From an optimization exercise on the open Yosys and OpenROAD flow, aimed at small area; shortcuts taken in it are not production practice. Only simulation tests tie the RTL to the original design; equivalence was not proved. The clock port is modelled as an ideal driver, which makes a skipped or thinned clock tree look cheaper than it is; a real chip needs a root buffer or a tree. Power figures rest on the tool's default switching activity, not on a simulated workload.

Design lab6_top, start of the top module:
module lab6_top(clk, rst, pulse, one_hz, half_hz, si, steps_per_sec, a, b, c, d, e, f, g, an);
input clk, rst;
input pulse, one_hz, half_hz;  
output si, a, b, c, d, e, f, g;
output [3:0] an;
output [7:0] steps_per_sec;
wire [1:0] state;
wire [3:0] digit;
wire uscore;
wire [3:0] cnt;
tracker tracker_inst(.clk(clk), .rst(rst), .pulse(pulse), .one_hz(one_hz), .half_hz(half_hz),
                     .sel(cnt[3:2]), .si(si), .steps_per_sec(steps_per_sec),
                     .digit(digit), .uscore(uscore));
seven_seg_display seven_seg_display_inst(.clk(clk), .rst(rst), .digit(digit), .uscore(uscore),
                     .cnt(cnt), .a(a), .b(b), .c(c), .d(d), .e(e), .f(f), .g(g), .an(an));
endmodule
Size: roughly 420 cells after synthesis, roughly 97 flip-flops, ~25 I/O pins, roughly 0.0037 mm² of cells after synthesis.
==> module tracker, before the edit <==
module tracker(input clk, input rst, input pulse, input one_hz, input half_hz,
               input [1:0] sel,             
               output si,
               output reg [7:0] steps_per_sec,
               output reg [3:0] digit,
               output reg uscore);
reg p1, p2, p3, o1, o2, o3, h1, h2, h3;
always @(posedge clk) begin
  p1 <= pulse;   p2 <= p1; p3 <= p2;
  o1 <= one_hz;  o2 <= o1; o3 <= o2;
  h1 <= half_hz; h2 <= h1; h3 <= h2;
end
wire step = p2 & ~p3;
wire sec  = o2 & ~o3;
wire half = h2 & ~h3;
function [3:0] inc10(input [3:0] x);
  inc10 = {x[3] ? ~x[0] : (x[2] & x[1] & x[0]),
           x[2] ^ (x[1] & x[0]),
           (x[1] ^ x[0]) & ~x[3],
           ~x[0]};
endfunction
function nine(input [3:0] x);
  nine = x[3] & x[0];
endfunction
reg [3:0] s0, s1, s2, s3;
assign si = s0[3] & s0[1];
wire c0 = nine(s0);
wire c1 = c0 & nine(s1);
wire c2 = c1 & nine(s2);
wire all9 = c2 & nine(s3);    
always @(posedge clk) begin
  if (rst) begin
    s0 <= 4'd0; s1 <= 4'd0; s2 <= 4'd0; s3 <= 4'd0;
  end else if (step) begin
    if (all9) s0 <= 4'b1011;
    else begin
      s0 <= inc10(s0);
      if (c0) s1 <= inc10(s1);
      if (c1) s2 <= inc10(s2);
      if (c2) s3 <= inc10(s3);
    end
  end
end
reg [9:0] lq;
reg half_mile;
reg [3:0] m0, m1;
wire lq_last = lq[9] & ~|lq[8:0];
wire mile_step = lq_last & (s1[0] | s1[1] | s1[2]);
always @(posedge clk) begin
  if (rst) begin
    lq <= 10'b1000000000; half_mile <= 1'b0; m0 <= 4'd0; m1 <= 4'd0;
  end else if (step) begin
    lq <= {lq[8:0], lq[9] ^ lq[6] ^ ~|lq[8:0]};
    if (mile_step) begin
      half_mile <= ~half_mile;
      if (half_mile) begin
        m0 <= inc10(m0);
        if (nine(m0)) m1 <= inc10(m1);
      end
    end
  end
end
reg [7:0] scount;
reg ge64;   
wire gt32 = ge64 | (scount[5] & (|scount[4:0]));
always @(posedge clk) begin
  if (rst) begin
    scount <= 8'd0; ge64 <= 1'b0; steps_per_sec <= 8'd0;
  end else if (sec) begin
    scount <= 8'd0; ge64 <= 1'b0; steps_per_sec <= scount;
  end else if (step) begin
    scount <= scount + 8'd1;
    if (&scount[5:0]) ge64 <= 1'b1;
  end
end
reg [3:0] nsec, nact;
always @(posedge clk) begin
  if (rst) begin
    nsec <= 4'd0; nact <= 4'd0;
  end else if (sec & ~nine(nsec)) begin
    nsec <= nsec + 4'd1;
    if (gt32) nact <= nact + 4'd1;
  end
end
reg [5:0] run;
reg [3:0] t0, t1, t2, t3;
wire is59 = ~run[5] & run[4] & ~run[3] & ~run[1] & ~run[0];
wire is60 = run[5] & ~run[4] & ~run[2] & ~run[1] & ~run[0];
wire t1c6 = t1[3] | t1[2];    
wire [3:0] t1add6 = {~t1[2] & t1[1],
                     ~t1[2] & ~t1[1],
                     (~t1[3] & ~t1[2] & ~t1[1]) | (t1[2] & t1[1]),
                     t1[0]};    
wire u0 = nine(t0);
wire u1 = nine(t1);
wire u2 = nine(t2);
always @(posedge clk) begin
  if (rst) begin
    run <= 6'd0; t0 <= 4'd0; t1 <= 4'd0; t2 <= 4'd0; t3 <= 4'd0;
  end else if (sec) begin
    if (!ge64) run <= 6'd0;
    else begin
      if (!is60) run <= {run[4:0], ~(run[5] ^ run[4])};
      if (is59) begin
        t1 <= t1add6;
        if (t1c6) begin
          t2 <= inc10(t2);
          if (u2) t3 <= inc10(t3);
        end
      end else if (is60) begin
        t0 <= inc10(t0);
        if (u0) begin
          t1 <= inc10(t1);
          if (u1) begin
            t2 <= inc10(t2);
            if (u2) t3 <= inc10(t3);
          end
        end
      end
    end
  end
end
reg [1:0] state;
always @(posedge clk)
  if (rst) state <= 2'd0;
  else if (half) state <= state + 2'd1;
always @(*) begin
  uscore = 1'b0;
  case (state)
    2'd0: case (sel)
            2'd0: digit = s0;
            2'd1: digit = s1;
            2'd2: digit = s2;
            default: digit = s3;
          endcase
    2'd1: case (sel)
            2'd0: digit = {1'b0, half_mile, 1'b0, half_mile};
            2'd1: begin digit = 4'd0; uscore = 1'b1; end
            2'd2: digit = m0;
            default: digit = m1;
          endcase
    2'd2: digit = (sel == 2'd0) ? nact : 4'd0;
    default: case (sel)
            2'd0: digit = t0;
            2'd1: digit = t1;
            2'd2: digit = t2;
            default: digit = t3;
          endcase
  endcase
end
endmodule
Settings: LEC_CHECK=0, ABC_AREA=1, CAP_MARGIN=0, CORE_MARGIN=2, CORE_UTILIZATION=75, PLACE_DENSITY=0.9, SLEW_MARGIN=0; clock period 125.0 ns.
standard.sh (not shown) runs the stock make flow with config.mk's settings and CLKGATE_MAP_FILE= SYNTH_SCRIPT=/design/flow/synth_recipe.tcl, a recipe that flattens the netlist after the stock synthesis.
==> flow/flow/run.sh <==
#!/bin/bash
# Own layout flow: the standard flow with an area-oriented ABC script (best of several seeds), no separate adder mapping, plain buf_1 port
# buffers and a two-level inverter clock tree in place of the one CTS builds. Each tool's output is kept in its own log here.
set -euo pipefail
W=$PWD
export OWN_WORK=$W
export OWN_ABC_SCRIPT=$W/flow/abc.scr
export OWN_ABC_SEEDS="1 2 3 4 5 6 7 8 9 10 11 12"
export POST_CTS_TCL=$W/flow/cts_post.tcl
bash standard.sh SYNTH_SCRIPT=$W/flow/synth.tcl \
  ADDER_MAP_FILE= "BUFFER_PORTS_ARGS=-buffer_cell sky130_fd_sc_hd__buf_1" \
  "CTS_ARGS=$(cat $W/flow/cts_args)" \
  finish > $W/flow_make.log 2>&1
Other scripts of this flow, unchanged in this note and not shown: flow/flow/abc.scr, flow/flow/adapt.tcl, flow/flow/cts_args, flow/flow/cts_post.tcl, flow/flow/owntree.tcl, flow/flow/synth.tcl
==> next run, changes <==
--- a/flow/design.v
+++ b/flow/design.v
@@ -103,10 +103,10 @@
 reg [3:0] nsec, nact;
 always @(posedge clk) begin
   if (rst) begin
     nsec <= 4'd0; nact <= 4'd0;
-  end else if (sec & ~nine(nsec)) begin
-    nsec <= nsec + 4'd1;
+  end else if (sec & ~(nsec[3] & nsec[2])) begin
+    nsec <= {nsec[2:0], ~(nsec[3] ^ nsec[0])};
     if (gt32) nact <= nact + 4'd1;
   end
 end
 reg [5:0] run;
What happened: The new run went through all stages and came out clean. Routed wire length grows by about 4.6%. Worst setup slack is worse by 180 ps. Total power grows by about 0.7%. Global-route usage grows by 1.7 points. Register-to-register slack is better by 200 ps. Final area grows by about 0.8%.
No run of this note takes its clock network from TritonCTS; it comes from the design's own scripts or RTL.

## static timing again, ports no longer ideal
The results above use ideal ports. As a check the final layouts listed here were re-extracted and re-timed, cells and wires unchanged. Step 1: set_driving_cell puts a clkbuf_16 on clk and a buf_2 on each other input, an assumption about the parent block. Step 2 adds t to the input delays and takes it off the output delays; t is the mean of the earliest and latest rising clock arrival at the registers after step 1. Input paths then give back, and output paths get back, about the clock's delay inside the block. Three values: no drivers, after step 1, after step 2; two values: the first two.
run | t, ns | setup slack, ns | worst setup path after step 2 | slew at the worst register clock pin (ns) | cell pins on the clock port's net
the first run | 0.263 | 97.195 / 97.155 / 97.417 | register to output | 0.11 / 0.11 | 1
the second run | 0.256 | 97.016 / 96.980 / 97.236 | register to output | 0.12 / 0.12 | 1
After both steps setup and hold are still met in every run listed.
